Context: an optimization exercise on an open-source flow, tuned for small area. The choices shown serve that exercise and are no tape-out recipe. The RTL was checked by simulation tests, not by an equivalence proof against the original design. The clock port is modelled as an ideal driver; clocking choices that lean on that would not hold on a real chip. Power and IR drop assume default switching activity.

==> flow/design.v <==
module Top #(
    parameter CLK_FREQ = 32'd2_000_000
) (
    input             clk,
    input             rstn,
    input             sw,
    input      [6:0]  keys,
    input             uart_rx,
    output            uart_tx,
    output     [7:0]  led,
    output     [3:0]  seg_sel,
    output     [7:0]  seg_data,
    output            bram_wr_en,
    output     [9:0]  bram_wr_addr,
    output     [7:0]  bram_wr_data
);
wire rst = ~rstn;
reg  [10:0] ms_cnt;
wire ms_tick = &{ms_cnt[10:6], ms_cnt[3:0]};
wire us_tick = (ms_cnt[5:0] == 6'd1);
always @(posedge clk) begin
    if (rst | ms_tick) ms_cnt <= 11'd0;
    else               ms_cnt <= ms_cnt + 11'd1;
end
reg  [8:0] blink_ms;
wire blink_end = (blink_ms == 9'd67);
wire blink_tick = blink_end & ms_tick;
always @(posedge clk) begin
    if (rst)          blink_ms <= 9'd0;
    else if (ms_tick) blink_ms <= blink_end ? 9'd0 : {blink_ms[7:0], ~(blink_ms[8] ^ blink_ms[4])};
end
wire [7:0] kin = {~sw, keys};
reg  [7:0] kprev;
reg  [7:0] kstab;
reg        ksamp;
reg [15:0] kcnt;
wire [7:0] kchg = kin ^ kprev;
wire       kany = |kchg;
wire       kfin = ksamp & (kcnt == 16'hff2f);
always @(posedge clk) begin
    if (rst) begin
        ksamp <= 1'b0;
        kprev <= 8'hff;
        kstab <= 8'hff;
    end else begin
        ksamp <= ksamp ? ~kfin : kany;
        kprev <= kin;
        if (kfin) kstab <= kprev;
    end
end
always @(posedge clk) begin
    if (rst | ~ksamp | kany) kcnt <= 16'd0;
    else                     kcnt <= {kcnt[14:0], ~(kcnt[15] ^ kcnt[13] ^ kcnt[12] ^ kcnt[10])};
end
wire [6:0] kfall = {7{kfin}} & kstab[6:0] & ~kprev[6:0];
reg        press0;
reg  [2:0] pressk;        
always @(posedge clk) begin
    if (rst) begin
        press0 <= 1'b0;
        pressk <= 3'd0;
    end else begin
        press0 <= kfall[0];
        pressk <= kfall[1] ? 3'd1 : kfall[2] ? 3'd2 : kfall[3] ? 3'd3 :
                  kfall[4] ? 3'd4 : kfall[5] ? 3'd5 : kfall[6] ? 3'd6 : 3'd0;
    end
end
wire sw_on = ~kstab[7];
localparam S_PEND = 3'd0;
localparam S_LD1  = 3'd1;
localparam S_LD   = 3'd3;
localparam S_RUN  = 3'd2;
localparam S_DN1  = 3'd6;
localparam S_DN   = 3'd4;
reg  [2:0] state;
wire st_ld   = (state == S_LD1) | (state == S_LD);
wire st_run  = (state == S_RUN);
wire st_dn1  = (state == S_DN1);
wire st_dn   = (state == S_DN1) | (state == S_DN);
wire st_idle = (state == S_PEND) | st_ld;       
wire detect_finish;
always @(posedge clk) begin
    if (rst) state <= S_PEND;
    else case (state)
        S_PEND:       state <= sw_on ? S_LD1 : press0 ? S_RUN : S_PEND;
        S_LD1, S_LD:  state <= sw_on ? S_LD : S_PEND;
        S_RUN:        state <= detect_finish ? S_DN1 : S_RUN;
        default:      state <= press0 ? S_PEND : S_DN;
    endcase
end
reg       dt_th;
reg [3:0] dt_h, dt_t, dt_o;
always @(posedge clk) begin
    if (rst | st_idle) begin
        dt_th <= 1'b0; dt_h <= 4'd0; dt_t <= 4'd0; dt_o <= 4'd0;
    end else if (us_tick & st_run) begin
        if (dt_o != 4'd9) dt_o <= dt_o + 4'd1;
        else begin
            dt_o <= 4'd0;
            if (dt_t != 4'd9) dt_t <= dt_t + 4'd1;
            else begin
                dt_t <= 4'd0;
                if (dt_h != 4'd9) dt_h <= dt_h + 4'd1;
                else begin
                    dt_h <= 4'd0;
                    dt_th <= 1'b1;
                end
            end
        end
    end
end
reg [1:0] disp_mode;
reg [2:0] disp_idx;
always @(posedge clk) begin
    if (rst) begin
        disp_mode <= 2'b00;
        disp_idx  <= 3'b111;
    end else if (st_dn1 & ~press0) begin
        disp_mode <= 2'b01;
        disp_idx  <= 3'b000;
    end else if (~st_dn) begin
        disp_mode <= 2'b00;
        disp_idx  <= 3'b111;
    end else if (pressk != 3'd0) begin
        disp_idx  <= pressk - 3'd1;
        disp_mode <= (disp_mode == 2'b10) ? 2'b11 : 2'b10;
    end
end
reg led7, led0, peak;
always @(posedge clk) begin
    if (rst) begin
        led7 <= 1'b0;
        led0 <= 1'b0;
        peak <= 1'b0;
    end else begin
        led7 <= st_ld ? (led7 ^ blink_tick) : 1'b1;
        led0 <= st_run ? ~(blink_tick & led0) : st_dn;
        if (st_dn) peak <= detect_finish;
    end
end
assign led = {led7, {6{peak}}, led0};
reg  [16:0] run_cnt;
wire        run_post = run_cnt[16] & (run_cnt[3] | (run_cnt[2] & run_cnt[1]));   
wire        run_last = run_cnt[16] & run_cnt[3] & run_cnt[0];                     
always @(posedge clk) begin
    if (rst | run_last)        run_cnt <= 17'd0;
    else if (st_run | run_post) run_cnt <= run_cnt + 17'd1;
end
assign detect_finish = run_cnt[16] & (run_cnt[3] | run_cnt[2]);
reg [2:0] ip0, ip1, ip2, ip3;
always @(posedge clk) begin
    ip0 <= disp_idx; ip1 <= ip0; ip2 <= ip1; ip3 <= ip2;
end
wire [2:0] pk = detect_finish ? ip3 : 3'd7;
reg [1:0] scan;
always @(posedge clk) begin
    if (rst)          scan <= 2'd0;
    else if (ms_tick) scan <= scan + 2'd1;
end
assign seg_sel = {scan == 2'd3, scan == 2'd2, scan == 2'd1, scan == 2'd0};
reg [3:0] pos_d, val_d;
always @(*) begin
    pos_d = 4'd0;
    val_d = 4'd0;
    case (pk)
        3'd0: begin pos_d = (scan==0)?4'd1:(scan==1)?4'd0:(scan==2)?4'd1:4'd5;
                    val_d = (scan==1)?4'd1:(scan==2)?4'd2:4'd0; end
        3'd1: begin pos_d = (scan==0)?4'd1:(scan==1)?4'd2:(scan==2)?4'd1:4'd8;
                    val_d = (scan==1)?4'd1:4'd0; end
        3'd2: begin pos_d = (scan==0)?4'd1:(scan==1)?4'd4:(scan==2)?4'd2:4'd0;
                    val_d = (scan==2)?4'd8:4'd0; end
        3'd3: begin pos_d = (scan==0)?4'd1:(scan==1)?4'd6:(scan==2)?4'd2:4'd5;
                    val_d = (scan==2)?4'd6:4'd0; end
        3'd4: begin pos_d = (scan==0)?4'd1:(scan==1)?4'd8:(scan==2)?4'd3:4'd0;
                    val_d = (scan==2)?4'd4:4'd0; end
        3'd5: begin pos_d = (scan==0)?4'd1:(scan==1)?4'd0:(scan==2)?4'd3:4'd1;
                    val_d = (scan==2)?4'd9:(scan==3)?4'd9:4'd0; end
        default: ;
    endcase
end
wire [3:0] time_d = (scan == 2'd0) ? {3'd0, dt_th} :
                    (scan == 2'd1) ? dt_h : (scan == 2'd2) ? dt_t : dt_o;
wire [3:0] digit = (disp_mode == 2'b01) ? time_d :
                   (disp_mode == 2'b10) ? pos_d :
                   (disp_mode == 2'b11) ? val_d : 4'd0;
reg [3:0] dq;
always @(posedge clk) begin
    if (rst) dq <= 4'd15;
    else     dq <= digit;
end
wire [7:0] seg_pat = (dq == 4'd0) ? 8'h3f : (dq == 4'd1) ? 8'h06 :
                     (dq == 4'd2) ? 8'h5b : (dq == 4'd3) ? 8'h4f :
                     (dq == 4'd4) ? 8'h66 : (dq == 4'd5) ? 8'h6d :
                     (dq == 4'd6) ? 8'h7d : (dq == 4'd7) ? 8'h07 :
                     (dq == 4'd8) ? 8'h7f : (dq == 4'd9) ? 8'h6f : 8'h00;
assign seg_data = seg_pat;
reg        rx_d1;
reg  [3:0] ones;               
reg  [3:0] rxcnt;
reg  [4:0] rcyc;
reg  [3:0] zeros;              
reg  [7:0] rbits;
wire r_idle  = rxcnt[3] & rxcnt[2];
wire rx_en   = r_idle & rxcnt[0];
wire r_stop  = rxcnt[3] & ~rxcnt[2] & rxcnt[0];
wire r_end   = rcyc[4] & rcyc[1];
wire rxbit   = ~(zeros[3] & zeros[0]);
wire r_last  = rxcnt[3];                    
wire nx_long = (rxcnt == 4'd0) | (rxcnt == 4'd2) | (rxcnt == 4'd5) | (rxcnt == 4'd7);
always @(posedge clk) begin
    if (rst) begin
        rx_d1 <= 1'b0;
        ones  <= 4'd0;
    end else begin
        rx_d1 <= uart_rx;
        ones  <= ~rx_d1 ? 4'd0 : (ones[3] & ones[2]) ? ones : ones + 4'd1;
    end
end
always @(posedge clk) begin
    if (rst) rxcnt <= 4'd12;
    else if (r_idle) rxcnt <= (ones[3] & ones[2] & ~rx_d1) ? 4'd0 : 4'd12;
    else if (r_end) begin
        if (r_stop)                           rxcnt <= ones[3] ? 4'd13 : 4'd12;
        else if (r_last)                      rxcnt <= 4'd9;
        else if ((rxcnt == 4'd0) & rxbit)     rxcnt <= 4'd12;
        else                                  rxcnt <= rxcnt + 4'd1;
    end
end
always @(posedge clk) begin
    if (r_idle) begin
        rcyc  <= 5'd3;
        zeros <= 4'd1;
    end else if (r_end) begin
        rcyc  <= r_last ? 5'd7 : nx_long ? 5'd1 : 5'd2;
        zeros <= 4'd0;
    end else begin
        rcyc  <= rcyc + 5'd1;
        zeros <= (~rx_d1 & ~(zeros[3] & zeros[0])) ? zeros + 4'd1 : zeros;
    end
end
always @(posedge clk) begin
    if (~r_idle & ~r_stop & r_end) rbits <= {rxbit, rbits[7:1]};
end
wire bram_start = st_ld;
wire bram_new   = (state == S_LD1);
reg  [9:0] idx_q;
reg        idx_inc, idx_zero;
wire [9:0] req_idx = {10{~idx_zero}} & (idx_q + {9'd0, idx_inc});
wire       req_end = ~idx_zero & (&idx_q[9:1]) & (idx_q[0] ^ idx_inc);
always @(posedge clk) begin
    if (rst) begin
        idx_q    <= 10'd0;
        idx_inc  <= 1'b0;
        idx_zero <= 1'b0;
    end else if (bram_new | rx_en) begin
        idx_q    <= req_idx;
        idx_inc  <= ~bram_new & ~req_end;
        idx_zero <= bram_new;
    end
end
reg       wr_en;
reg [7:0] wr_data;
always @(posedge clk) begin
    if (rst | ~bram_start) wr_en <= 1'b0;
    else if (rx_en)        wr_en <= 1'b1;
end
always @(posedge clk) begin
    if (rx_en & bram_start) wr_data <= rbits;
end
assign bram_wr_en   = wr_en;
assign bram_wr_data = wr_data;
assign bram_wr_addr = idx_q;
assign bram_wr_data = wr_data;
localparam E_WAIT = 2'd0;
localparam E_ROW  = 2'd1;
localparam E_COL  = 2'd2;
localparam T_IDLE = 3'd0;
localparam T_FIN  = 3'd1;    
localparam T_PRE  = 3'd2;    
localparam T_STRT = 3'd3;
localparam T_DATA = 3'd4;
localparam T_STOP = 3'd5;
localparam T_END  = 3'd6;
reg  [1:0] estate;
reg  [2:0] tstate;
reg  [8:0] tcnt;
reg        tbit;
reg        tx_q;
wire [4:0] dcnt   = tcnt[4:0];
wire [2:0] bcnt   = tcnt[7:5];
wire       d_end  = &dcnt;
wire       w_done = &tcnt;
wire       tx_fin = (tstate == T_FIN);
wire       tx_cond = ~bram_new & w_done & (estate != E_WAIT);
wire [8:0] tcnt_inc = d_end ? {tcnt[8:5] + 4'd1, 5'd14} : {tcnt[8:5], dcnt + 5'd1};
always @(posedge clk) begin
    if (rst) estate <= E_WAIT;
    else case (estate)
        E_ROW:   if (tx_fin) estate <= E_COL;
        E_COL:   if (tx_fin) estate <= E_WAIT;
        default: if (bram_new | (rx_en & ~req_end)) estate <= E_ROW;
    endcase
end
always @(posedge clk) begin
    if (rst) tstate <= T_IDLE;
    else case (tstate)
        T_IDLE:  if (tx_cond) tstate <= T_PRE;
        T_FIN:   tstate <= T_IDLE;
        T_PRE:   tstate <= T_STRT;
        T_STRT:  if (d_end) tstate <= T_DATA;
        T_DATA:  if (d_end & (bcnt == 3'd0)) tstate <= T_STOP;
        T_STOP:  if (d_end) tstate <= T_END;
        default: tstate <= T_FIN;
    endcase
end
wire [8:0] tcnt_n = (rst | tx_fin | ((tstate == T_IDLE) & bram_new)) ? {1'b0, 3'd1, 5'd28} :
                    (tstate == T_PRE) ? {4'd0, 5'd14} :
                    ((tstate == T_IDLE) & w_done) ? tcnt : tcnt_inc;
always @(posedge clk) tcnt <= tcnt_n;
wire       is_col = (estate == E_COL);
wire [7:0] req_byte = {is_col, 2'b00, is_col ? req_idx[4:0] : req_idx[9:5]};
wire [7:0] req_rot  = {req_byte[6:0], req_byte[7]};
always @(posedge clk) begin
    tbit <= bram_start & req_rot[tcnt_n[7:5]];
end
always @(posedge clk) begin
    if (rst) tx_q <= 1'b1;
    else     tx_q <= (tstate == T_STRT) ? 1'b0 : (tstate == T_DATA) ? tbit : 1'b1;
end
assign uart_tx = tx_q;
endmodule
==> flow/flow/run.sh <==
#!/bin/bash
# Layout flow: the standard synthesis, then an area-oriented re-mapping
# of the combinational logic only (every register cell of the standard
# synthesis is kept as it is, with its name and type), then the standard
# ORFS layout with single-cell port buffers and a clock tree of clkbuf_8
# without dummy loads, whose buffers are then sized down where the clock
# slew allows (flow/post_cts.tcl). Each tool's output goes to a log file here.
set -euo pipefail
HERE=$(pwd)
LIB=$FLOW_HOME/platforms/$FLOW_PLATFORM/lib/sky130_fd_sc_hd__tt_025C_1v80.lib
RES=$HERE/orfs/results/$FLOW_PLATFORM/Top/base

# 1. standard synthesis
bash standard.sh synth > synth_standard.log 2>&1

# 2. re-map the combinational logic for area
cp $RES/1_2_yosys.v $HERE/netlist_standard.v
DU=$(sed -n '/^export DONT_USE_CELLS/,/^$/p' $FLOW_HOME/platforms/$FLOW_PLATFORM/config.mk \
     | grep -o 'sky130_fd_sc_hd__[a-z0-9_]*' | sort -u | sed 's/^/-dont_use /' | tr '\n' ' ')
cat > $HERE/reopt.ys <<EOT
read_liberty -ignore_miss_func $LIB
setattr -mod -set keep_hierarchy 1 sky130_fd_sc_hd__df* sky130_fd_sc_hd__edf* sky130_fd_sc_hd__sdf* sky130_fd_sc_hd__sedf* sky130_fd_sc_hd__dlx* sky130_fd_sc_hd__dlr* sky130_fd_sc_hd__dlclkp* sky130_fd_sc_hd__sdlclkp*
read_verilog $HERE/netlist_standard.v
hierarchy -top $FLOW_TOP
flatten
rename -hide w:*.*
opt_clean -purge
abc -liberty $LIB $DU -script $HERE/flow/area.abc
opt_clean -purge
hilomap -singleton -hicell sky130_fd_sc_hd__conb_1 HI -locell sky130_fd_sc_hd__conb_1 LO
splitnets
opt_clean -purge
insbuf -buf sky130_fd_sc_hd__buf_1 A X
read_liberty -overwrite -lib $LIB
hierarchy -top $FLOW_TOP
check -assert
stat -liberty $LIB
write_verilog -noattr -noexpr -nohex -nodec $HERE/netlist_reopt.v
EOT
YOSYS=$FLOW_HOME/../tools/install/yosys/bin/yosys
[[ -x $YOSYS ]] || YOSYS=yosys
$YOSYS -s $HERE/reopt.ys > reopt_yosys.log 2>&1
cp $HERE/netlist_reopt.v $RES/1_2_yosys.v
rm -f $RES/1_synth.odb $RES/1_synth.sdc

# 3. the rest of the standard layout
export BUFFER_PORTS_ARGS="-buffer_cell sky130_fd_sc_hd__buf_1"
export POST_CTS_TCL=$HERE/flow/post_cts.tcl
export CTS_ARGS="-sink_clustering_enable -repair_clock_nets -buf_list sky130_fd_sc_hd__clkbuf_8 -dont_use_dummy_load"
bash standard.sh finish > layout_standard.log 2>&1
==> flow/flow/area.abc <==
&get -n
&st
&deepsyn -T 60
&put
&get -n
&st
&dch -f
&nf -a -R 1000
&put
mfs2 -W 4
strash
&get -n
&st
&syn2
&dch -f
&nf -a -R 1000
&put
mfs2 -W 4
strash
&get -n
&st
&deepsyn -T 60
&put
&get -n
&st
&dch -f
&nf -a -R 1000
&put
topo
==> flow/flow/post_cts.tcl <==
proc my_worst_clk_slew {} {
  set worst 0.0
  foreach pin [get_pins -hierarchical */CLK] {
    set s [get_property $pin slew_max]
    if {$s > $worst} { set worst $s }
  }
  return $worst
}
estimate_parasitics -placement
puts "clock buffer sizing: worst clock-pin slew before [my_worst_clk_slew]"
foreach {from to} {sky130_fd_sc_hd__clkbuf_8 sky130_fd_sc_hd__clkbuf_4 sky130_fd_sc_hd__clkbuf_4 sky130_fd_sc_hd__clkbuf_2} {
  foreach inst [get_cells clkbuf_*] {
    set old [get_property $inst ref_name]
    if {$old != $from} { continue }
    replace_cell $inst $to
    estimate_parasitics -placement
    set w [my_worst_clk_slew]
    if {$w > 0.105} {
      replace_cell $inst $old
      estimate_parasitics -placement
    } else {
      puts "clock buffer sizing: [get_name $inst] -> $to (worst slew $w)"
    }
  }
}
puts "clock buffer sizing: worst clock-pin slew after [my_worst_clk_slew]"
==> flow/standard.sh <==
#!/bin/bash
# synth_recipe.tcl (not shown) runs the flow's synth.tcl, then flattens the netlist and writes it again
# the make line also repeats each setting of config.mk as NAME=value (left out here)
make -C /OpenROAD-flow-scripts/flow DESIGN_CONFIG=/design/flow/config.mk WORK_HOME=/design/flow/orfs CLKGATE_MAP_FILE= SYNTH_SCRIPT=/design/flow/synth_recipe.tcl "${@:-finish}"
==> flow/config.mk <==
export PLATFORM = sky130hd
export DESIGN_NAME = Top
export DESIGN_NICKNAME = Top
export VERILOG_FILES = /design/flow/design.v
export SDC_FILE = /design/flow/constraint.sdc
export NUM_CORES = 4
export LEC_CHECK = 0
export CAP_MARGIN = 20
export CORE_MARGIN = 2
export CORE_UTILIZATION = 75
export SLEW_MARGIN = 20
==> flow/constraint.sdc <==
create_clock -name core_clock -period 12.0 [get_ports {clk}]
set_input_delay 2.4000 -clock core_clock [delete_from_list [all_inputs] [get_ports {clk}]]
set_output_delay 2.4000 -clock core_clock [all_outputs]
set_load 0.01 [all_outputs]
==> results of run 1 <==
[area by class of cell]
class                           instances  area [um2]  area share
Tap cell                              108         135      0.0184
Timing Repair Buffer                   51         200      0.0273
Inverter                               16        60.1     0.00818
Sequential cell                       179        3740       0.510
Clock buffer                           17         234      0.0319
Multi-Input combinational cell        522        2970       0.404
[power by group through the flow]
stage               Sequential [mW]  Clock, mW  Combinational [mW]
finish                        0.612      0.298              0.0308
global route                  0.612      0.325              0.0346
detailed placement            0.625          0              0.0304
global placement              0.625          0              0.0290
floorplan                     0.624          0              0.0210
[flip-flops by register name (all words and copies together), names as in the netlist, 5 cells and up]
| signal | cells |
|---|---|
| kprev | 8 |
| run_cnt | 17 |
| kcnt | 16 |
| rcyc | 5 |
| rbits | 8 |
| ms_cnt | 11 |
| tcnt | 9 |
| blink_ms | 9 |
| wr_data | 8 |
| kstab | 8 |
| idx_q | 10 |
[worst min-delay path by stage]
stage                   start              to  slack [ns]  depth (start not counted)
2_1_floorplan  ip0[0]$_DFF_P_  ip1[0]$_DFF_P_        0.31                          0
3_3_place_gp   ip0[0]$_DFF_P_  ip1[0]$_DFF_P_        0.31                          0
3_5_place_dp   ip2[0]$_DFF_P_  ip3[0]$_DFF_P_        0.31                          0
5_1_grt        ip2[2]$_DFF_P_  ip3[2]$_DFF_P_        0.33                          0
6_report       ip2[0]$_DFF_P_  ip3[0]$_DFF_P_        0.33                          0
[worst reg2reg max path, cell delays in order (launching register included)]
cell and delay (ns):
dfxtp_1 0.44, nand2b_1 0.12, o21ai_0 0.32, and3_1 0.31, and3_1 0.22, and2_0 0.25
and3_1 0.23, and2_0 0.26, and3_1 0.23, and2_0 0.25, and3_1 0.23, and2_0 0.25
and3_1 0.21, nor2_1 0.04, nor2_1 0.07
[stage by stage]
stage	hold slack (ns)	utilization	power, mW
floorplan	0.310	-	0.645
global placement	0.310	0.811	0.654
detailed placement	0.312	0.811	0.655
global route	0.335	0.838	0.971
finish	0.328	0.838	0.940
[metal layers]
metal	track usage	part of all wire	up-vias
li1	-	-	2711
met1	0.333	0.44	2582
met2	0.487	0.50	134
met3	0.0689	0.043	17
met4	0.0822	0.0097	0
met5	0	0	-
[cells in the final DEF, fill, tap and decap left out, drive strengths merged, types with 18 or more instances in the layout]
cell    instances
dfxtp         163
nand2          63
a21oi          62
nor2           60
buf            50
o21ai          47
nor3           41
and2           36
nand2b         24
and3           22
nor2b          19
clkbuf         18
==> flow_summary.html, run 1 <==
<table>
<tr><th>Metric</th><th>Value</th></tr>
<tr><th colspan="2">Layout</th></tr>
<tr><td>Ant diodes</td><td>0</td></tr>
<tr><td>Ratio of cells with drive above 1 in the final layout</td><td>0.0255</td></tr>
<tr><td>Final instance area</td><td>7340 um2</td></tr>
<tr><td>Final-stage net count</td><td>798</td></tr>
<tr><td>Layout overhead on the synthesized area</td><td>7.81%</td></tr>
<tr><td>Cell Count, Final, Fillers Out</td><td>893</td></tr>
<tr><td>Number of fill cells in the layout</td><td>561</td></tr>
<tr><th colspan="2">Die</th></tr>
<tr><td>Area of the die</td><td>9860 um2</td></tr>
<tr><td>Standard cell core area</td><td>8760 um2</td></tr>
<tr><td>Site row count</td><td>34</td></tr>
<tr><td>I/O Pins</td><td>51</td></tr>
<tr><td>Die X</td><td>99.3 um</td></tr>
<tr><td>Initial cell density of the core</td><td>0.777</td></tr>
<tr><td>Vert. Die Dim</td><td>99.3 um</td></tr>
<tr><th colspan="2">Clock tree</th></tr>
<tr><td>Clock latency on the worst-skew pair</td><td>0.46 ns</td></tr>
<tr><td>Clk pin slew, worst setup/hold paths</td><td>0.06 ns</td></tr>
<tr><td>TritonCTS clock tree</td><td>yes</td></tr>
<tr><td>CTS sink cnt</td><td>179</td></tr>
<tr><th colspan="2">GRT</th></tr>
<tr><td>Vias in the first global route</td><td>5118</td></tr>
<tr><td>Global-route wire length before repair</td><td>22.1 mm</td></tr>
<tr><td>Grt ovf</td><td>0</td></tr>
<tr><td>Antenna violations before repair</td><td>0</td></tr>
<tr><td>Total routing resource utilization after global routing</td><td>0.275</td></tr>
<tr><td>Largest net degree at the start of global routing</td><td>47</td></tr>
<tr><th colspan="2">Power</th></tr>
<tr><td>Int Power</td><td>0.744 mW</td></tr>
<tr><td>Static Leakage</td><td>2.64 nW</td></tr>
<tr><td>Power per Cell Area</td><td>128 nW/um2</td></tr>
<tr><td>Sequential share of power</td><td>0.650</td></tr>
<tr><td>Switching share of power</td><td>0.209</td></tr>
<tr><td>Peak ir drop on the vdd network</td><td>106 uV</td></tr>
<tr><td>Clock network fraction of total power</td><td>0.317</td></tr>
<tr><td>Proportion of power drawn by combinational gates</td><td>0.033</td></tr>
<tr><td>Switching pwr</td><td>0.196 mW</td></tr>
<tr><th colspan="2">Timing</th></tr>
<tr><td>Share of the clock period used by the worst path</td><td>0.370</td></tr>
<tr><td>Final sum of negative setup slack</td><td>0 ns</td></tr>
<tr><td>Crit path time final</td><td>4.44 ns</td></tr>
<tr><td>RSZ-0062 raised after global routing</td><td>no</td></tr>
<tr><td>Worst clock skew</td><td>0.0465 ns</td></tr>
<tr><td>Max Clock Freq</td><td>225 MHz</td></tr>
<tr><td>Count of endpoints failing setup in the final report</td><td>0</td></tr>
<tr><td>Transition at the pin with the smallest max-transition slack</td><td>0.826 ns</td></tr>
<tr><td>Final Max Slew Viols</td><td>0</td></tr>
<tr><td>Final critical-path setup slack</td><td>7.56 ns</td></tr>
<tr><td>Slew headroom</td><td>0.448</td></tr>
<tr><td>Final Hold Viols</td><td>0</td></tr>
<tr><th colspan="2">Worst setup path</th></tr>
<tr><td>Combined buffer and inverter count along the critical path</td><td>2</td></tr>
<tr><td>End point of the critical path</td><td>tbit$_DFF_P_</td></tr>
<tr><td>Required @ worst endpoint</td><td>12.35 ns</td></tr>
<tr><td>Total stage count of the critical path</td><td>10</td></tr>
<tr><td>Start of the worst register-to-register path</td><td>state[1]$_SDFF_PN0_</td></tr>
<tr><td>CP dominant cell by count</td><td>o21ai_0</td></tr>
<tr><td>Flop-to-flop setup slack</td><td>8.55 ns</td></tr>
<tr><td>CP max stage cell</td><td>a2111oi_0</td></tr>
<tr><td>Critical Path Sink Type</td><td>register</td></tr>
<tr><td>Maximum fanout encountered on the critical timing path</td><td>46</td></tr>
<tr><td>Largest incremental delay on the critical path</td><td>0.46 ns</td></tr>
<tr><td>Setup Crit Path Kind</td><td>input pin to register</td></tr>
<tr><td>Worst reg-to-reg path cell count</td><td>14</td></tr>
<tr><td>Critical path data arrival time</td><td>4.79 ns</td></tr>
<tr><td>Kind of start point of the critical path</td><td>input pin</td></tr>
<tr><td>CP Cell Sequence</td><td>clkbuf_2 &gt; buf_4 &gt; o21ai_0 &gt; o21a_1 &gt; or2_0 &gt; a2111oi_0 &gt; o21ai_0 &gt; a21oi_1 &gt; a31oi_1 &gt; nor2_1</td></tr>
<tr><td>Family with the most delay on the worst path</td><td>compound AO/OA/AOI/OAI gates</td></tr>
<tr><td>RR Endpoint</td><td>run_cnt[16]$_SDFFE_PP0P_</td></tr>
<tr><td>Launching instance or port of the critical path</td><td>rstn</td></tr>
<tr><th colspan="2">Routing</th></tr>
<tr><td>Initial DRC count</td><td>229</td></tr>
<tr><td>Routed WL</td><td>13.3 mm</td></tr>
<tr><td>DRC Markers</td><td>0</td></tr>
<tr><td>Average via count per standard cell</td><td>6.10</td></tr>
<tr><td>Iteration count of the initial detailed-routing pass</td><td>4</td></tr>
<tr><td>Number of antenna-violating nets in the routed design</td><td>0</td></tr>
<tr><td>Routed len/inst</td><td>14.9 um</td></tr>
<tr><td>Vias</td><td>5444</td></tr>
<tr><th colspan="2">Place</th></tr>
<tr><td>Post-detail-place hpwl</td><td>9.20 mm</td></tr>
<tr><td>Setup slack after placement</td><td>7.21 ns</td></tr>
<tr><td>Area after detailed placement</td><td>7110 um2</td></tr>
<tr><td>Number of placed instances with taps included</td><td>876</td></tr>
<tr><td>Final weighted congestion in routability-driven placement</td><td>0.898</td></tr>
<tr><td>Port Buffer Count</td><td>49</td></tr>
<tr><th colspan="2">Run status</th></tr>
<tr><td>Status</td><td>finished clean</td></tr>
<tr><th colspan="2">Hold path</th></tr>
<tr><td>HP Class</td><td>register to register</td></tr>
<tr><th colspan="2">Logic synthesis</th></tr>
<tr><td>Post-Syn Area</td><td>6810 um2</td></tr>
<tr><td>Synth Area per Inst</td><td>9.37 um2</td></tr>
<tr><td>Post-synthesis net count</td><td>738</td></tr>
<tr><td>Number of warnings reported in the yosys synthesis log</td><td>1</td></tr>
<tr><td>Cells after Synth</td><td>727</td></tr>
<tr><th colspan="2">Run</th></tr>
<tr><td>MaxCap Viol Count</td><td>0</td></tr>
</table>
==> run 2, diff against run 1 <==
--- a/flow/flow/post_cts.tcl
+++ b/flow/flow/post_cts.tcl
@@ -15,7 +15,7 @@
     replace_cell $inst $to
     estimate_parasitics -placement
     set w [my_worst_clk_slew]
-    if {$w > 0.105} {
+    if {$w > 0.118} {
       replace_cell $inst $old
       estimate_parasitics -placement
     } else {
--- a/flow/config.mk
+++ b/flow/config.mk
@@ -7,5 +7,5 @@
 export LEC_CHECK = 0
 export CAP_MARGIN = 20
 export CORE_MARGIN = 2
-export CORE_UTILIZATION = 75
+export CORE_UTILIZATION = 60
 export SLEW_MARGIN = 20
==> flow_summary.html, run 2 <==
<table>
<tr><th>Metric</th><th>Value</th></tr>
<tr><th colspan="2">Worst setup path</th></tr>
<tr><td>Maximum fanout encountered on the critical timing path</td><td>4 (was 46)</td></tr>
<tr><td>Required @ worst endpoint</td><td>9.60 ns (was 12.35 ns)</td></tr>
<tr><td>Largest incremental delay on the critical path</td><td>0.34 ns (was 0.46 ns)</td></tr>
<tr><td>Setup Crit Path Kind</td><td>register to output port (was input pin to register)</td></tr>
<tr><td>Kind of start point of the critical path</td><td>register (was input pin)</td></tr>
<tr><td>CP max stage cell</td><td>dfxtp_1 (was a2111oi_0)</td></tr>
<tr><td>CP Cell Sequence</td><td>or2_0 &gt; nand2b_1 &gt; nor2_1 &gt; nor2_1 &gt; nor2b_1 &gt; nor3_1 &gt; buf_1 (was clkbuf_2 &gt; buf_4 &gt; o21ai_0 &gt; o21a_1 &gt; or2_0 &gt; a2111oi_0 &gt; o21ai_0 &gt; a21oi_1 &gt; a31oi_1 &gt; nor2_1)</td></tr>
<tr><td>CP dominant cell by count</td><td>nor2_1 (was o21ai_0)</td></tr>
<tr><td>Critical path data arrival time</td><td>1.91 ns (was 4.79 ns)</td></tr>
<tr><td>Critical Path Sink Type</td><td>output port (was register)</td></tr>
<tr><th colspan="2">Layout</th></tr>
<tr><td>Layout overhead on the synthesized area</td><td>7.40% (was 7.81%)</td></tr>
<tr><td>Commonest non-fill, non-tap cell in the layout</td><td>dfxtp_1 (unchanged)</td></tr>
<tr><td>Register ranked first by flip-flop count</td><td>run_cnt (unchanged)</td></tr>
<tr><td>Top library cells by usage in the layout, fill and taps aside</td><td>dfxtp_1 (163), nor2_1 (68), a21oi_1 (61) (was dfxtp_1 (163), nand2_1 (63), a21oi_1 (62))</td></tr>
<tr><td>Share of the core filled with cells</td><td>0.667 (was 0.838)</td></tr>
<tr><td>Number of fill cells in the layout</td><td>934 (was 561)</td></tr>
<tr><td>Cell Count, Final, Fillers Out</td><td>916 (was 893)</td></tr>
<tr><td>Ratio of cells with drive above 1 in the final layout</td><td>0.0258 (was 0.0255)</td></tr>
<tr><td>Ant diodes</td><td>0 (unchanged)</td></tr>
<tr><td>Number of flip-flops under the largest register name</td><td>17 (unchanged)</td></tr>
<tr><td>Registers with the highest flip-flop counts</td><td>run_cnt (17), kcnt (16), ms_cnt (11) (unchanged)</td></tr>
<tr><td>Final-stage net count</td><td>789 (was 798)</td></tr>
<tr><th colspan="2">Die</th></tr>
<tr><td>Initial cell density of the core</td><td>0.621 (was 0.777)</td></tr>
<tr><td>Die X</td><td>110 um (was 99.3 um)</td></tr>
<tr><td>Area of the die</td><td>12200 um2 (was 9860 um2)</td></tr>
<tr><td>Site row count</td><td>38 (was 34)</td></tr>
<tr><td>Standard cell core area</td><td>10900 um2 (was 8760 um2)</td></tr>
<tr><td>Vert. Die Dim</td><td>110 um (was 99.3 um)</td></tr>
<tr><td>I/O Pins</td><td>51 (unchanged)</td></tr>
<tr><th colspan="2">Logic synthesis</th></tr>
<tr><td>Number of warnings reported in the yosys synthesis log</td><td>1 (unchanged)</td></tr>
<tr><td>Post-Syn Area</td><td>6790 um2 (was 6810 um2)</td></tr>
<tr><td>Post-synthesis net count</td><td>729 (was 738)</td></tr>
<tr><td>Cells after Synth</td><td>718 (was 727)</td></tr>
<tr><td>Synth Area per Inst</td><td>9.46 um2 (was 9.37 um2)</td></tr>
<tr><th colspan="2">Timing</th></tr>
<tr><td>Count of endpoints failing setup in the final report</td><td>0 (unchanged)</td></tr>
<tr><td>Max Clock Freq</td><td>232 MHz (was 225 MHz)</td></tr>
<tr><td>Final Hold Viols</td><td>0 (unchanged)</td></tr>
<tr><td>RSZ-0062 raised after global routing</td><td>no (unchanged)</td></tr>
<tr><td>Worst hold margin</td><td>0.330 ns (was 0.328 ns)</td></tr>
<tr><td>Final sum of negative setup slack</td><td>0 ns (unchanged)</td></tr>
<tr><td>Share of the clock period used by the worst path</td><td>0.360 (was 0.370)</td></tr>
<tr><td>Worst clock skew</td><td>0.0428 ns (was 0.0465 ns)</td></tr>
<tr><td>Transition at the pin with the smallest max-transition slack</td><td>0.796 ns (was 0.826 ns)</td></tr>
<tr><td>Crit path time final</td><td>4.31 ns (was 4.44 ns)</td></tr>
<tr><td>Slew headroom</td><td>0.468 (was 0.448)</td></tr>
<tr><td>Final Max Slew Viols</td><td>0 (unchanged)</td></tr>
<tr><th colspan="2">Routing</th></tr>
<tr><td>Routed wire length on met3</td><td>559 um (was 578 um)</td></tr>
<tr><td>Met1 layer wirelength in the final routing</td><td>6.23 mm (was 5.89 mm)</td></tr>
<tr><td>Routed WL</td><td>12.9 mm (was 13.3 mm)</td></tr>
<tr><td>Vias</td><td>5284 (was 5444)</td></tr>
<tr><td>Average via count per standard cell</td><td>5.77 (was 6.10)</td></tr>
<tr><td>DRC Markers</td><td>0 (unchanged)</td></tr>
<tr><td>Iteration count of the initial detailed-routing pass</td><td>5 (was 4)</td></tr>
<tr><td>Number of antenna-violating nets in the routed design</td><td>0 (unchanged)</td></tr>
<tr><td>Routed len/inst</td><td>14.1 um (was 14.9 um)</td></tr>
<tr><td>Sum of met2 wire segment lengths after detailed routing</td><td>6.02 mm (was 6.70 mm)</td></tr>
<tr><td>Highest routing layer actually used</td><td>met4 (unchanged)</td></tr>
<tr><td>Initial DRC count</td><td>322 (was 229)</td></tr>
<tr><th colspan="2">GRT</th></tr>
<tr><td>Total routing resource utilization after global routing</td><td>0.221 (was 0.275)</td></tr>
<tr><td>Largest net degree at the start of global routing</td><td>35 (was 47)</td></tr>
<tr><td>Vias in the first global route</td><td>4992 (was 5118)</td></tr>
<tr><td>Antenna violations before repair</td><td>0 (unchanged)</td></tr>
<tr><td>Global-route wire length before repair</td><td>22.5 mm (was 22.1 mm)</td></tr>
<tr><td>Grt ovf</td><td>0 (unchanged)</td></tr>
<tr><th colspan="2">Place</th></tr>
<tr><td>Final weighted congestion in routability-driven placement</td><td>0.865 (was 0.898)</td></tr>
<tr><td>Number of placed instances with taps included</td><td>898 (was 876)</td></tr>
<tr><td>Port Buffer Count</td><td>49 (unchanged)</td></tr>
<tr><td>Post-detail-place hpwl</td><td>9.23 mm (was 9.20 mm)</td></tr>
<tr><th colspan="2">Power</th></tr>
<tr><td>Static Leakage</td><td>2.52 nW (was 2.64 nW)</td></tr>
<tr><td>Peak ir drop on the vdd network</td><td>97.4 uV (was 106 uV)</td></tr>
<tr><td>Power per Cell Area</td><td>135 nW/um2 (was 128 nW/um2)</td></tr>
<tr><th colspan="2">Clock tree</th></tr>
<tr><td>Clock latency on the worst-skew pair</td><td>0.58 ns (was 0.46 ns)</td></tr>
<tr><td>TritonCTS clock tree</td><td>yes (unchanged)</td></tr>
<tr><td>Clk pin slew, worst setup/hold paths</td><td>0.09 ns (was 0.06 ns)</td></tr>
<tr><td>CTS sink cnt</td><td>179 (unchanged)</td></tr>
<tr><th colspan="2">Run status</th></tr>
<tr><td>Status</td><td>finished clean (unchanged)</td></tr>
<tr><th colspan="2">Run</th></tr>
<tr><td>MaxCap Viol Count</td><td>0 (unchanged)</td></tr>
<tr><th colspan="2">Hold path</th></tr>
<tr><td>HP Class</td><td>register to register (unchanged)</td></tr>
</table>
run 2: path summary, 6_finish.rpt:
check | from | end | slack (ns) | cells past startpoint
worst max-delay path | dq[1]$_SDFF_PN1_ | seg_data[6] | 7.69 | 7
worst min-delay path | ip2[0]$_DFF_P_ | ip3[0]$_DFF_P_ | 0.33 | 0
worst min register to register | ip2[0]$_DFF_P_ | ip3[0]$_DFF_P_ | 0.33 | 0
worst max register to register | state[1]$_SDFF_PN0_ | run_cnt[15]$_SDFFE_PP0P_ | 8.51 | 13
run 2: critical path: cells and delay by family, from the launching register on:
kind / cells / cell delay [ns]
DFF: 1 / 0.34
and+or+nand+nor: 6 / 0.84
buffers and inverters: 1 / 0.17
run 2: through the flow:
| step | setup WS, ns | instance area, um2 | power, mW |
|---|---|---|---|
| floorplan | 8.15 | 6790 | 0.712 |
| global placement | 7.48 | 7120 | 0.731 |
| detailed placement | 7.34 | 7120 | 0.738 |
| global route | 7.44 | 7300 | 1.03 |
| finish | 7.69 | 7300 | 0.982 |
run 2: final cells by class:
class	instances	area (um2)	area share
sequential	179	3740	0.513
multi-input combinational	515	2960	0.406
timing repair buffer	51	196	0.0269
tap	140	175	0.0240
clock buffer	17	169	0.0232
inverter	14	52.6	0.00720
run 2: metal layers:
metal | vias up | global-route usage
li1 | 2681 | -
met1 | 2483 | 0.290
met2 | 108 | 0.354
met3 | 12 | 0.0615
met4 | 0 | 0.0742
met5 | - | 0
run 2: report_power, final:
| part | switching, mW | leakage [nW] | internal, mW |
|---|---|---|---|
| clock network | 0.171 | 0.0959 | 0.0876 |
| logic | 0.0512 | 1.02 | 0.0378 |
| registers | 0.0185 | 1.41 | 0.617 |
| total | 0.240 | 2.52 | 0.742 |
==> run 3, diff against run 2 <==
--- a/flow/design.v
+++ b/flow/design.v
@@ -109,21 +109,25 @@
         end
     end
 end
-reg [1:0] disp_mode;
+reg       disp_val;
 reg [2:0] disp_idx;
+wire      disp_peak = (disp_idx[2:1] != 2'b11);
+wire      mode_time = (disp_idx == 3'd6);
+wire      mode_pos  = disp_peak & ~disp_val;
+wire      mode_val  = disp_peak & disp_val;
 always @(posedge clk) begin
     if (rst) begin
-        disp_mode <= 2'b00;
-        disp_idx  <= 3'b111;
+        disp_val <= 1'b0;
+        disp_idx <= 3'd7;
     end else if (st_dn1 & ~press0) begin
-        disp_mode <= 2'b01;
-        disp_idx  <= 3'b000;
+        disp_val <= 1'b0;
+        disp_idx <= 3'd6;
     end else if (~st_dn) begin
-        disp_mode <= 2'b00;
-        disp_idx  <= 3'b111;
+        disp_val <= 1'b0;
+        disp_idx <= 3'd7;
     end else if (pressk != 3'd0) begin
-        disp_idx  <= pressk - 3'd1;
-        disp_mode <= (disp_mode == 2'b10) ? 2'b11 : 2'b10;
+        disp_idx <= pressk - 3'd1;
+        disp_val <= mode_pos;
     end
 end
 reg led7, led0, peak;
@@ -163,7 +167,7 @@
     pos_d = 4'd0;
     val_d = 4'd0;
     case (pk)
-        3'd0: begin pos_d = (scan==0)?4'd1:(scan==1)?4'd0:(scan==2)?4'd1:4'd5;
+        3'd0, 3'd6: begin pos_d = (scan==0)?4'd1:(scan==1)?4'd0:(scan==2)?4'd1:4'd5;
                     val_d = (scan==1)?4'd1:(scan==2)?4'd2:4'd0; end
         3'd1: begin pos_d = (scan==0)?4'd1:(scan==1)?4'd2:(scan==2)?4'd1:4'd8;
                     val_d = (scan==1)?4'd1:4'd0; end
@@ -180,9 +184,7 @@
 end
 wire [3:0] time_d = (scan == 2'd0) ? {3'd0, dt_th} :
                     (scan == 2'd1) ? dt_h : (scan == 2'd2) ? dt_t : dt_o;
-wire [3:0] digit = (disp_mode == 2'b01) ? time_d :
-                   (disp_mode == 2'b10) ? pos_d :
-                   (disp_mode == 2'b11) ? val_d : 4'd0;
+wire [3:0] digit = mode_time ? time_d : mode_pos ? pos_d : mode_val ? val_d : 4'd0;
 reg [3:0] dq;
 always @(posedge clk) begin
     if (rst) dq <= 4'd15;
@@ -271,9 +273,6 @@
 assign bram_wr_data = wr_data;
 assign bram_wr_addr = idx_q;
 assign bram_wr_data = wr_data;
-localparam E_WAIT = 2'd0;
-localparam E_ROW  = 2'd1;
-localparam E_COL  = 2'd2;
 localparam T_IDLE = 3'd0;
 localparam T_FIN  = 3'd1;    
 localparam T_PRE  = 3'd2;    
@@ -281,31 +280,28 @@
 localparam T_DATA = 3'd4;
 localparam T_STOP = 3'd5;
 localparam T_END  = 3'd6;
-reg  [1:0] estate;
+localparam T_WAIT = 3'd7;    
+reg        ecol;
 reg  [2:0] tstate;
 reg  [8:0] tcnt;
 reg        tbit;
 reg        tx_q;
-wire [4:0] dcnt   = tcnt[4:0];
-wire [2:0] bcnt   = tcnt[7:5];
-wire       d_end  = &dcnt;
-wire       w_done = &tcnt;
-wire       tx_fin = (tstate == T_FIN);
-wire       tx_cond = ~bram_new & w_done & (estate != E_WAIT);
+wire [4:0] dcnt    = tcnt[4:0];
+wire [2:0] bcnt    = tcnt[7:5];
+wire       d_end   = &dcnt;
+wire       w_done  = &tcnt;
+wire       e_wait  = (tstate == T_WAIT);
+wire       tx_idle = (tstate == T_IDLE) | e_wait;
+wire       tx_fin  = (tstate == T_FIN);
 wire [8:0] tcnt_inc = d_end ? {tcnt[8:5] + 4'd1, 5'd14} : {tcnt[8:5], dcnt + 5'd1};
 always @(posedge clk) begin
-    if (rst) estate <= E_WAIT;
-    else case (estate)
-        E_ROW:   if (tx_fin) estate <= E_COL;
-        E_COL:   if (tx_fin) estate <= E_WAIT;
-        default: if (bram_new | (rx_en & ~req_end)) estate <= E_ROW;
-    endcase
-end
-always @(posedge clk) begin
-    if (rst) tstate <= T_IDLE;
-    else case (tstate)
-        T_IDLE:  if (tx_cond) tstate <= T_PRE;
-        T_FIN:   tstate <= T_IDLE;
+    if (rst) begin
+        ecol   <= 1'b1;
+        tstate <= T_WAIT;
+    end else case (tstate)
+        T_WAIT:  if (bram_new | (rx_en & ~req_end)) begin ecol <= 1'b0; tstate <= T_IDLE; end
+        T_IDLE:  if (~bram_new & w_done) tstate <= T_PRE;
+        T_FIN:   begin ecol <= 1'b1; tstate <= ecol ? T_WAIT : T_IDLE; end
         T_PRE:   tstate <= T_STRT;
         T_STRT:  if (d_end) tstate <= T_DATA;
         T_DATA:  if (d_end & (bcnt == 3'd0)) tstate <= T_STOP;
@@ -313,11 +309,11 @@
         default: tstate <= T_FIN;
     endcase
 end
-wire [8:0] tcnt_n = (rst | tx_fin | ((tstate == T_IDLE) & bram_new)) ? {1'b0, 3'd1, 5'd28} :
+wire [8:0] tcnt_n = (rst | tx_fin | (tx_idle & bram_new)) ? {1'b0, 3'd1, 5'd28} :
                     (tstate == T_PRE) ? {4'd0, 5'd14} :
-                    ((tstate == T_IDLE) & w_done) ? tcnt : tcnt_inc;
+                    (tx_idle & w_done) ? tcnt : tcnt_inc;
 always @(posedge clk) tcnt <= tcnt_n;
-wire       is_col = (estate == E_COL);
+wire       is_col = ecol;
 wire [7:0] req_byte = {is_col, 2'b00, is_col ? req_idx[4:0] : req_idx[9:5]};
 wire [7:0] req_rot  = {req_byte[6:0], req_byte[7]};
 always @(posedge clk) begin
--- a/flow/flow/post_cts.tcl
+++ b/flow/flow/post_cts.tcl
@@ -15,7 +15,7 @@
     replace_cell $inst $to
     estimate_parasitics -placement
     set w [my_worst_clk_slew]
-    if {$w > 0.118} {
+    if {$w > 0.112} {
       replace_cell $inst $old
       estimate_parasitics -placement
     } else {
==> flow_summary.html, run 3 <==
<table>
<tr><th>Metric</th><th>Value</th></tr>
<tr><th colspan="2">Worst setup path</th></tr>
<tr><td>Critical Path Sink Type</td><td>register (was output port)</td></tr>
<tr><td>Required @ worst endpoint</td><td>12.46 ns (was 9.60 ns)</td></tr>
<tr><td>CP Cell Sequence</td><td>buf_1 &gt; buf_4 &gt; nand2_1 &gt; a21oi_1 &gt; o21ai_0 &gt; or3_1 &gt; o32ai_1 &gt; nand2_1 &gt; a31oi_1 &gt; nor2_1 &gt; a41oi_1 &gt; nor2_1 (was or2_0 &gt; nand2b_1 &gt; nor2_1 &gt; nor2_1 &gt; nor2b_1 &gt; nor3_1 &gt; buf_1)</td></tr>
<tr><td>Setup Crit Path Kind</td><td>input pin to register (was register to output port)</td></tr>
<tr><td>Largest incremental delay on the critical path</td><td>0.54 ns (was 0.34 ns)</td></tr>
<tr><td>CP max stage cell</td><td>or3_1 (was dfxtp_1)</td></tr>
<tr><td>Kind of start point of the critical path</td><td>input pin (was register)</td></tr>
<tr><td>Maximum fanout encountered on the critical timing path</td><td>30 (was 4)</td></tr>
<tr><td>Combined buffer and inverter count along the critical path</td><td>2 (was 1)</td></tr>
<tr><td>Critical path data arrival time</td><td>4.98 ns (was 1.91 ns)</td></tr>
<tr><td>Family with the most delay on the worst path</td><td>compound AO/OA/AOI/OAI gates (was simple AND/OR/NAND/NOR gates)</td></tr>
<tr><th colspan="2">Timing</th></tr>
<tr><td>Worst clock skew</td><td>0.0380 ns (was 0.0428 ns)</td></tr>
<tr><td>Worst hold margin</td><td>0.311 ns (was 0.330 ns)</td></tr>
<tr><td>RSZ-0062 raised after global routing</td><td>no (unchanged)</td></tr>
<tr><td>Final sum of negative setup slack</td><td>0 ns (unchanged)</td></tr>
<tr><td>Crit path time final</td><td>4.52 ns (was 4.31 ns)</td></tr>
<tr><td>Transition at the pin with the smallest max-transition slack</td><td>0.817 ns (was 0.796 ns)</td></tr>
<tr><td>Count of endpoints failing setup in the final report</td><td>0 (unchanged)</td></tr>
<tr><td>Share of the clock period used by the worst path</td><td>0.377 (was 0.360)</td></tr>
<tr><td>Final Hold Viols</td><td>0 (unchanged)</td></tr>
<tr><td>Final Max Slew Viols</td><td>0 (unchanged)</td></tr>
<tr><td>Slew headroom</td><td>0.454 (was 0.468)</td></tr>
<tr><td>Max Clock Freq</td><td>221 MHz (was 232 MHz)</td></tr>
<tr><th colspan="2">Die</th></tr>
<tr><td>Initial cell density of the core</td><td>0.618 (was 0.621)</td></tr>
<tr><td>Die X</td><td>110 um (about the same)</td></tr>
<tr><td>I/O Pins</td><td>51 (unchanged)</td></tr>
<tr><td>Standard cell core area</td><td>10900 um2 (about the same)</td></tr>
<tr><td>Vert. Die Dim</td><td>110 um (about the same)</td></tr>
<tr><td>Area of the die</td><td>12100 um2 (was 12200 um2)</td></tr>
<tr><td>Site row count</td><td>38 (unchanged)</td></tr>
<tr><th colspan="2">Layout</th></tr>
<tr><td>Register ranked first by flip-flop count</td><td>run_cnt (unchanged)</td></tr>
<tr><td>Cell Count, Final, Fillers Out</td><td>917 (was 916)</td></tr>
<tr><td>Ratio of cells with drive above 1 in the final layout</td><td>0.0257 (was 0.0258)</td></tr>
<tr><td>Registers with the highest flip-flop counts</td><td>run_cnt (17), kcnt (16), ms_cnt (11) (unchanged)</td></tr>
<tr><td>Final-stage net count</td><td>790 (was 789)</td></tr>
<tr><td>Number of flip-flops under the largest register name</td><td>17 (unchanged)</td></tr>
<tr><td>Layout overhead on the synthesized area</td><td>7.85% (was 7.40%)</td></tr>
<tr><td>Top library cells by usage in the layout, fill and taps aside</td><td>dfxtp_1 (161), nand2_1 (70), nor2_1 (68) (was dfxtp_1 (163), nor2_1 (68), a21oi_1 (61))</td></tr>
<tr><td>Commonest non-fill, non-tap cell in the layout</td><td>dfxtp_1 (unchanged)</td></tr>
<tr><td>Ant diodes</td><td>0 (unchanged)</td></tr>
<tr><th colspan="2">Power</th></tr>
<tr><td>Proportion of power drawn by combinational gates</td><td>0.084 (was 0.091)</td></tr>
<tr><td>Switching pwr</td><td>0.242 mW (was 0.240 mW)</td></tr>
<tr><td>Design Power</td><td>0.984 mW (was 0.982 mW)</td></tr>
<tr><td>Int Power</td><td>0.742 mW (about the same)</td></tr>
<tr><td>Static Leakage</td><td>2.60 nW (was 2.52 nW)</td></tr>
<tr><td>Switching share of power</td><td>0.246 (was 0.245)</td></tr>
<tr><td>Peak ir drop on the vdd network</td><td>152 uV (was 97.4 uV)</td></tr>
<tr><td>Sequential share of power</td><td>0.646 (was 0.647)</td></tr>
<tr><td>Power per Cell Area</td><td>136 nW/um2 (was 135 nW/um2)</td></tr>
<tr><td>Clock network fraction of total power</td><td>0.270 (was 0.263)</td></tr>
<tr><th colspan="2">Place</th></tr>
<tr><td>Final weighted congestion in routability-driven placement</td><td>0.883 (was 0.865)</td></tr>
<tr><td>Post-detail-place hpwl</td><td>8.84 mm (was 9.23 mm)</td></tr>
<tr><td>Number of placed instances with taps included</td><td>900 (was 898)</td></tr>
<tr><td>Port Buffer Count</td><td>49 (unchanged)</td></tr>
<tr><th colspan="2">Clock tree</th></tr>
<tr><td>CTS sink cnt</td><td>177 (was 179)</td></tr>
<tr><td>Clk pin slew, worst setup/hold paths</td><td>0.09 ns (about the same)</td></tr>
<tr><td>TritonCTS clock tree</td><td>yes (unchanged)</td></tr>
<tr><td>Clock latency on the worst-skew pair</td><td>0.60 ns (was 0.58 ns)</td></tr>
<tr><th colspan="2">Routing</th></tr>
<tr><td>Vias</td><td>5296 (was 5284)</td></tr>
<tr><td>Iteration count of the initial detailed-routing pass</td><td>4 (was 5)</td></tr>
<tr><td>Routed WL</td><td>12.7 mm (was 12.9 mm)</td></tr>
<tr><td>Initial DRC count</td><td>280 (was 322)</td></tr>
<tr><td>Routed len/inst</td><td>13.8 um (was 14.1 um)</td></tr>
<tr><td>Average via count per standard cell</td><td>5.78 (was 5.77)</td></tr>
<tr><td>Number of antenna-violating nets in the routed design</td><td>0 (unchanged)</td></tr>
<tr><td>DRC Markers</td><td>0 (unchanged)</td></tr>
<tr><th colspan="2">Run</th></tr>
<tr><td>MaxCap Viol Count</td><td>0 (unchanged)</td></tr>
<tr><th colspan="2">GRT</th></tr>
<tr><td>Vias in the first global route</td><td>4856 (was 4992)</td></tr>
<tr><td>Grt ovf</td><td>0 (unchanged)</td></tr>
<tr><td>Total routing resource utilization after global routing</td><td>0.224 (was 0.221)</td></tr>
<tr><td>Largest net degree at the start of global routing</td><td>31 (was 35)</td></tr>
<tr><td>Global-route wire length before repair</td><td>21.3 mm (was 22.5 mm)</td></tr>
<tr><td>Antenna violations before repair</td><td>0 (unchanged)</td></tr>
<tr><th colspan="2">Logic synthesis</th></tr>
<tr><td>Synth Area per Inst</td><td>9.37 um2 (was 9.46 um2)</td></tr>
<tr><td>Cells after Synth</td><td>718 (unchanged)</td></tr>
<tr><td>Post-synthesis net count</td><td>729 (unchanged)</td></tr>
<tr><td>Post-Syn Area</td><td>6730 um2 (was 6790 um2)</td></tr>
<tr><td>Number of warnings reported in the yosys synthesis log</td><td>1 (unchanged)</td></tr>
<tr><th colspan="2">Hold path</th></tr>
<tr><td>HP Class</td><td>register to register (unchanged)</td></tr>
<tr><th colspan="2">Run status</th></tr>
<tr><td>Status</td><td>finished clean (unchanged)</td></tr>
</table>
[run 3: cell count changes in the layout (fill, tap and decap cells not counted), moves of 3 or more]
cell      previous run  this run
a22o_1              14        10
a31oi_1              7        11
o21ai_0             43        34
nor2b_1             20        12
nor3_1              47        43
and2_0              32        29
nand2_1             50        70
nand4_1              3         8
a21oi_1             61        53
o211ai_1             4         0
[run 3: path summary, 6_finish.rpt]
kind | slack [ns] | startpoint | to | depth (start not counted)
worst min-delay path | 0.31 | ip2[1]$_DFF_P_ | ip3[1]$_DFF_P_ | 0
worst min register to register | 0.31 | ip2[1]$_DFF_P_ | ip3[1]$_DFF_P_ | 0
worst max-delay path | 7.48 | rstn | tbit$_DFF_P_ | 12
worst max register to register | 8.27 | state[1]$_SDFF_PN0_ | run_cnt[16]$_SDFFE_PP0P_ | 16
[run 3: final cells by class]
cell class / count / area [um2]
sequential: 177 / 3700
fill: 890 / 3630
multi-input combinational: 515 / 2930
timing repair buffer: 52 / 206
clock buffer: 17 / 184
tap: 140 / 175
inverter: 16 / 60.1
[run 3: power by group through the flow]
stage               logic, mW  registers (mW)  clock network (mW)
global placement       0.0795           0.647                   0
finish                 0.0830           0.635               0.266
global route           0.0950           0.640               0.295
detailed placement     0.0826           0.648                   0
floorplan              0.0633           0.643                   0
[run 3: per-layer routing]
layer / vias to the layer above / share of wire / GRT usage
met1: 2509 / 0.48 / 0.282
met3: 19 / 0.036 / 0.0634
met2: 83 / 0.47 / 0.366
met4: 0 / 0.014 / 0.0796
met5: - / 0 / 0
li1: 2685 / - / -
[run 3: metrics by stage]
| stage | instance area, um2 | setup slack [ns] | util |
|---|---|---|---|
| 6_report | 7260 | 7.48 | 0.667 |
| 5_1_grt | 7260 | 7.32 | 0.667 |
| 3_5_place_dp | 7070 | 6.98 | 0.650 |
| 3_3_place_gp | 7070 | 7.11 | 0.650 |
| 2_1_floorplan | 6730 | 7.82 | - |
[run 3: worst reg2reg max path, cell delays in order, from the launching register on]
cell,delay (ns)
dfxtp_1,0.39
nor2b_1,0.26
nor2b_1,0.25
a31oi_1,0.08
nor2b_1,0.23
and2_0,0.21
and3_1,0.22
and2_0,0.26
and3_1,0.23
and2_0,0.24
and3_1,0.24
and2_0,0.25
and3_1,0.23
and2_0,0.25
and3_1,0.22
nor2_1,0.04
nor2_1,0.07
==> run 4, diff against run 3 <==
--- a/flow/design.v
+++ b/flow/design.v
@@ -32,25 +32,23 @@
 wire [7:0] kin = {~sw, keys};
 reg  [7:0] kprev;
 reg  [7:0] kstab;
-reg        ksamp;
 reg [15:0] kcnt;
 wire [7:0] kchg = kin ^ kprev;
 wire       kany = |kchg;
-wire       kfin = ksamp & (kcnt == 16'hff2f);
+wire       kfin = (kcnt == 16'hff2f);
 always @(posedge clk) begin
     if (rst) begin
-        ksamp <= 1'b0;
         kprev <= 8'hff;
         kstab <= 8'hff;
     end else begin
-        ksamp <= ksamp ? ~kfin : kany;
         kprev <= kin;
         if (kfin) kstab <= kprev;
     end
 end
 always @(posedge clk) begin
-    if (rst | ~ksamp | kany) kcnt <= 16'd0;
-    else                     kcnt <= {kcnt[14:0], ~(kcnt[15] ^ kcnt[13] ^ kcnt[12] ^ kcnt[10])};
+    if (rst | kfin) kcnt <= 16'hffff;
+    else if (kany)  kcnt <= 16'd0;
+    else            kcnt <= {kcnt[14:0], ~(kcnt[15] ^ kcnt[13] ^ kcnt[12] ^ kcnt[10])};
 end
 wire [6:0] kfall = {7{kfin}} & kstab[6:0] & ~kprev[6:0];
 reg        press0;
==> flow_summary.html, run 4 <==
<table>
<tr><th>Metric</th><th>Value</th></tr>
<tr><th colspan="2">Die</th></tr>
<tr><td>Site row count</td><td>38 (unchanged)</td></tr>
<tr><td>I/O Pins</td><td>51 (unchanged)</td></tr>
<tr><td>Initial cell density of the core</td><td>0.616 (was 0.618)</td></tr>
<tr><td>Die X</td><td>110 um (about the same)</td></tr>
<tr><td>Vert. Die Dim</td><td>110 um (about the same)</td></tr>
<tr><td>Standard cell core area</td><td>10800 um2 (was 10900 um2)</td></tr>
<tr><td>Area of the die</td><td>12000 um2 (was 12100 um2)</td></tr>
<tr><th colspan="2">Clock tree</th></tr>
<tr><td>TritonCTS clock tree</td><td>yes (unchanged)</td></tr>
<tr><td>Clk pin slew, worst setup/hold paths</td><td>0.08 ns (was 0.09 ns)</td></tr>
<tr><td>Clock latency on the worst-skew pair</td><td>0.58 ns (was 0.60 ns)</td></tr>
<tr><td>CTS sink cnt</td><td>176 (was 177)</td></tr>
<tr><th colspan="2">Place</th></tr>
<tr><td>Post-detail-place hpwl</td><td>9.01 mm (was 8.84 mm)</td></tr>
<tr><td>Number of placed instances with taps included</td><td>896 (was 900)</td></tr>
<tr><td>Final weighted congestion in routability-driven placement</td><td>0.877 (was 0.883)</td></tr>
<tr><td>Setup slack after placement</td><td>7.19 ns (was 6.98 ns)</td></tr>
<tr><td>Area after detailed placement</td><td>7020 um2 (was 7070 um2)</td></tr>
<tr><td>Port Buffer Count</td><td>49 (unchanged)</td></tr>
<tr><th colspan="2">Worst setup path</th></tr>
<tr><td>Required @ worst endpoint</td><td>9.60 ns (was 12.46 ns)</td></tr>
<tr><td>CP Cell Sequence</td><td>o21a_1 &gt; or2_0 &gt; a21oi_1 &gt; nor2b_1 &gt; a21oi_1 &gt; buf_1 (was buf_1 &gt; buf_4 &gt; nand2_1 &gt; a21oi_1 &gt; o21ai_0 &gt; or3_1 &gt; o32ai_1 &gt; nand2_1 &gt; a31oi_1 &gt; nor2_1 &gt; a41oi_1 &gt; nor2_1)</td></tr>
<tr><td>Launching instance or port of the critical path</td><td>dq[2]$_SDFF_PN1_ (was rstn)</td></tr>
<tr><td>Start of the worst register-to-register path</td><td>run_cnt[2]$_SDFFE_PP0P_ (was state[1]$_SDFF_PN0_)</td></tr>
<tr><td>RR Endpoint</td><td>run_cnt[16]$_SDFFE_PP0P_ (unchanged)</td></tr>
<tr><td>Critical Path Sink Type</td><td>output port (was register)</td></tr>
<tr><td>Combined buffer and inverter count along the critical path</td><td>1 (was 2)</td></tr>
<tr><td>Critical path data arrival time</td><td>1.96 ns (was 4.98 ns)</td></tr>
<tr><td>Kind of start point of the critical path</td><td>register (was input pin)</td></tr>
<tr><td>CP dominant cell by count</td><td>a21oi_1</td></tr>
<tr><td>Family with the most delay on the worst path</td><td>compound AO/OA/AOI/OAI gates (unchanged)</td></tr>
<tr><td>Flop-to-flop setup slack</td><td>8.59 ns (was 8.27 ns)</td></tr>
<tr><td>Largest incremental delay on the critical path</td><td>0.36 ns (was 0.54 ns)</td></tr>
<tr><td>Setup Crit Path Kind</td><td>register to output port (was input pin to register)</td></tr>
<tr><td>CP max stage cell</td><td>dfxtp_1 (was or3_1)</td></tr>
<tr><td>Maximum fanout encountered on the critical timing path</td><td>7 (was 30)</td></tr>
<tr><td>Worst reg-to-reg path cell count</td><td>15 (was 16)</td></tr>
<tr><th colspan="2">Layout</th></tr>
<tr><td>Ratio of cells with drive above 1 in the final layout</td><td>0.0246 (was 0.0257)</td></tr>
<tr><td>Final-stage net count</td><td>786 (was 790)</td></tr>
<tr><td>Register ranked first by flip-flop count</td><td>run_cnt (unchanged)</td></tr>
<tr><td>Layout overhead on the synthesized area</td><td>7.89% (was 7.85%)</td></tr>
<tr><td>Registers with the highest flip-flop counts</td><td>run_cnt (17), kcnt (16), ms_cnt (11) (unchanged)</td></tr>
<tr><td>Commonest non-fill, non-tap cell in the layout</td><td>dfxtp_1 (unchanged)</td></tr>
<tr><td>Share of the core filled with cells</td><td>0.665 (was 0.667)</td></tr>
<tr><td>Top library cells by usage in the layout, fill and taps aside</td><td>dfxtp_1 (160), nor2_1 (67), nand2_1 (62), a21oi_1 (62), o21ai_0 (53) (was dfxtp_1 (161), nand2_1 (70), nor2_1 (68))</td></tr>
<tr><td>Cell Count, Final, Fillers Out</td><td>914 (was 917)</td></tr>
<tr><td>Number of flip-flops under the largest register name</td><td>17 (unchanged)</td></tr>
<tr><td>Final instance area</td><td>7210 um2 (was 7260 um2)</td></tr>
<tr><th colspan="2">Routing</th></tr>
<tr><td>Initial DRC count</td><td>360 (was 280)</td></tr>
<tr><td>Routed len/inst</td><td>13.8 um (about the same)</td></tr>
<tr><td>Iteration count of the initial detailed-routing pass</td><td>5 (was 4)</td></tr>
<tr><td>Average via count per standard cell</td><td>5.77 (was 5.78)</td></tr>
<tr><td>Routed WL</td><td>12.6 mm (was 12.7 mm)</td></tr>
<tr><td>Vias</td><td>5271 (was 5296)</td></tr>
<tr><td>Number of antenna-violating nets in the routed design</td><td>0 (unchanged)</td></tr>
<tr><td>DRC Markers</td><td>0 (unchanged)</td></tr>
<tr><th colspan="2">Timing</th></tr>
<tr><td>RSZ-0062 raised after global routing</td><td>no (unchanged)</td></tr>
<tr><td>Share of the clock period used by the worst path</td><td>0.363 (was 0.377)</td></tr>
<tr><td>Final Max Slew Viols</td><td>0 (unchanged)</td></tr>
<tr><td>Max Clock Freq</td><td>229 MHz (was 221 MHz)</td></tr>
<tr><td>Worst clock skew</td><td>0.0330 ns (was 0.0380 ns)</td></tr>
<tr><td>Slew headroom</td><td>0.329 (was 0.454)</td></tr>
<tr><td>Final sum of negative setup slack</td><td>0 ns (unchanged)</td></tr>
<tr><td>Crit path time final</td><td>4.36 ns (was 4.52 ns)</td></tr>
<tr><td>Worst hold margin</td><td>0.333 ns (was 0.311 ns)</td></tr>
<tr><td>Transition at the pin with the smallest max-transition slack</td><td>0.996 ns (was 0.817 ns)</td></tr>
<tr><td>Final Hold Viols</td><td>0 (unchanged)</td></tr>
<tr><td>Count of endpoints failing setup in the final report</td><td>0 (unchanged)</td></tr>
<tr><td>Final critical-path setup slack</td><td>7.64 ns (was 7.48 ns)</td></tr>
<tr><th colspan="2">Power</th></tr>
<tr><td>Switching share of power</td><td>0.243 (was 0.246)</td></tr>
<tr><td>Int Power</td><td>0.740 mW (was 0.742 mW)</td></tr>
<tr><td>Proportion of power drawn by combinational gates</td><td>0.085 (was 0.084)</td></tr>
<tr><td>Clock network fraction of total power</td><td>0.269 (was 0.270)</td></tr>
<tr><td>Static Leakage</td><td>2.63 nW (was 2.60 nW)</td></tr>
<tr><td>Switching pwr</td><td>0.237 mW (was 0.242 mW)</td></tr>
<tr><td>Peak ir drop on the vdd network</td><td>99.3 uV (was 152 uV)</td></tr>
<tr><td>Power per Cell Area</td><td>135 nW/um2 (was 136 nW/um2)</td></tr>
<tr><td>Design Power</td><td>0.976 mW (was 0.984 mW)</td></tr>
<tr><td>Sequential share of power</td><td>0.646 (about the same)</td></tr>
<tr><th colspan="2">Run</th></tr>
<tr><td>MaxCap Viol Count</td><td>0 (unchanged)</td></tr>
<tr><th colspan="2">Hold path</th></tr>
<tr><td>HP Class</td><td>register to register (unchanged)</td></tr>
<tr><td>Worst hold path stage count</td><td>0 (unchanged)</td></tr>
<tr><td>Hold path startpoint</td><td>ip2[1]$_DFF_P_ (unchanged)</td></tr>
<tr><td>Worst min-delay path endpoint</td><td>ip3[1]$_DFF_P_ (unchanged)</td></tr>
<tr><th colspan="2">GRT</th></tr>
<tr><td>Largest net degree at the start of global routing</td><td>31 (unchanged)</td></tr>
<tr><td>Total routing resource utilization after global routing</td><td>0.221 (was 0.224)</td></tr>
<tr><td>Antenna violations before repair</td><td>1 (was 0)</td></tr>
<tr><td>Vias in the first global route</td><td>4699 (was 4856)</td></tr>
<tr><td>Grt ovf</td><td>0 (unchanged)</td></tr>
<tr><td>Global-route wire length before repair</td><td>20.7 mm (was 21.3 mm)</td></tr>
<tr><th colspan="2">Logic synthesis</th></tr>
<tr><td>Number of warnings reported in the yosys synthesis log</td><td>1 (unchanged)</td></tr>
<tr><td>Post-Syn Area</td><td>6680 um2 (was 6730 um2)</td></tr>
<tr><td>Cells after Synth</td><td>714 (was 718)</td></tr>
<tr><td>Post-synthesis net count</td><td>725 (was 729)</td></tr>
<tr><td>Synth Area per Inst</td><td>9.35 um2 (was 9.37 um2)</td></tr>
<tr><th colspan="2">Run status</th></tr>
<tr><td>Status</td><td>finished clean (unchanged)</td></tr>
</table>
-- run 4: layout make-up --
class,instances,area (um2)
diodes,1,2.50
clock buffers,17,184
fillers,948,3630
inverters,16,60.1
multi-input cells,513,2900
flip-flops and latches,176,3680
well taps,140,175
repair buffers,51,199
-- run 4: worst max path at each step --
stage	endpoint	slack (ns)	cells past startpoint
finish	seg_data[1]	7.64	6
global route	seg_data[1]	7.49	6
detailed placement	tbit$_DFF_P_	7.19	12
global placement	tbit$_DFF_P_	7.31	12
floorplan	tbit$_DFF_P_	7.91	10
-- run 4: power groups by stage --
stage | combinational (mW) | sequential (mW) | clock [mW]
after floorplan | 0.0635 | 0.639 | 0
after global placement | 0.0798 | 0.643 | 0
after detailed placement | 0.0823 | 0.644 | 0
after global routing | 0.0925 | 0.634 | 0.294
final | 0.0830 | 0.631 | 0.263
-- run 4: worst reg2reg max path: stages, from the launching register on --
cell and delay, ns:
dfxtp_1 0.41, o21a_1 0.23, o21ai_0 0.12, o21ai_0 0.15, and3_1 0.28, and3_1 0.21, and2_0 0.24, and3_1 0.23
and2_0 0.24, and3_1 0.22, and2_0 0.23, and3_1 0.22, and2_0 0.23, and3_1 0.20, nor2_1 0.04, nor2_1 0.08
-- run 4: metal layers --
layer  share of wire  vias to the layer above  global-route usage
met5               0                        -                   0
met4           0.014                        0              0.0886
met3           0.038                       14              0.0628
met2            0.47                       96               0.357
met1            0.47                     2454               0.280
li1                -                     2707                   -

what the ideal ports hide:
Ports are ideal in the flow. The routed layouts listed here were re-timed in OpenROAD.
Step 1: set_driving_cell puts a clkbuf_16 on clk and a buf_2 on each other input, an assumption about the parent block.
Step 2, shift: input delay + t, output delay - t, t = (earliest + latest rising clock arrival at the registers) / 2. This alone moves slack from input paths to output paths.
a / b / c = ideal ports / drivers / drivers and shift; a / b = the first two.
| run | shift t [ns] | setup slack, ns |
|---|---|---|
| run 1 | 0.469 | 7.559 / 7.562 / 7.093 |
| run 2 | 0.589 | 7.685 / 7.651 / 7.291 |
| run 3 | 0.612 | 7.475 / 7.484 / 6.872 |
| run 4 | 0.601 | 7.638 / 7.602 / 7.184 |
After both steps every run listed still meets setup and hold.
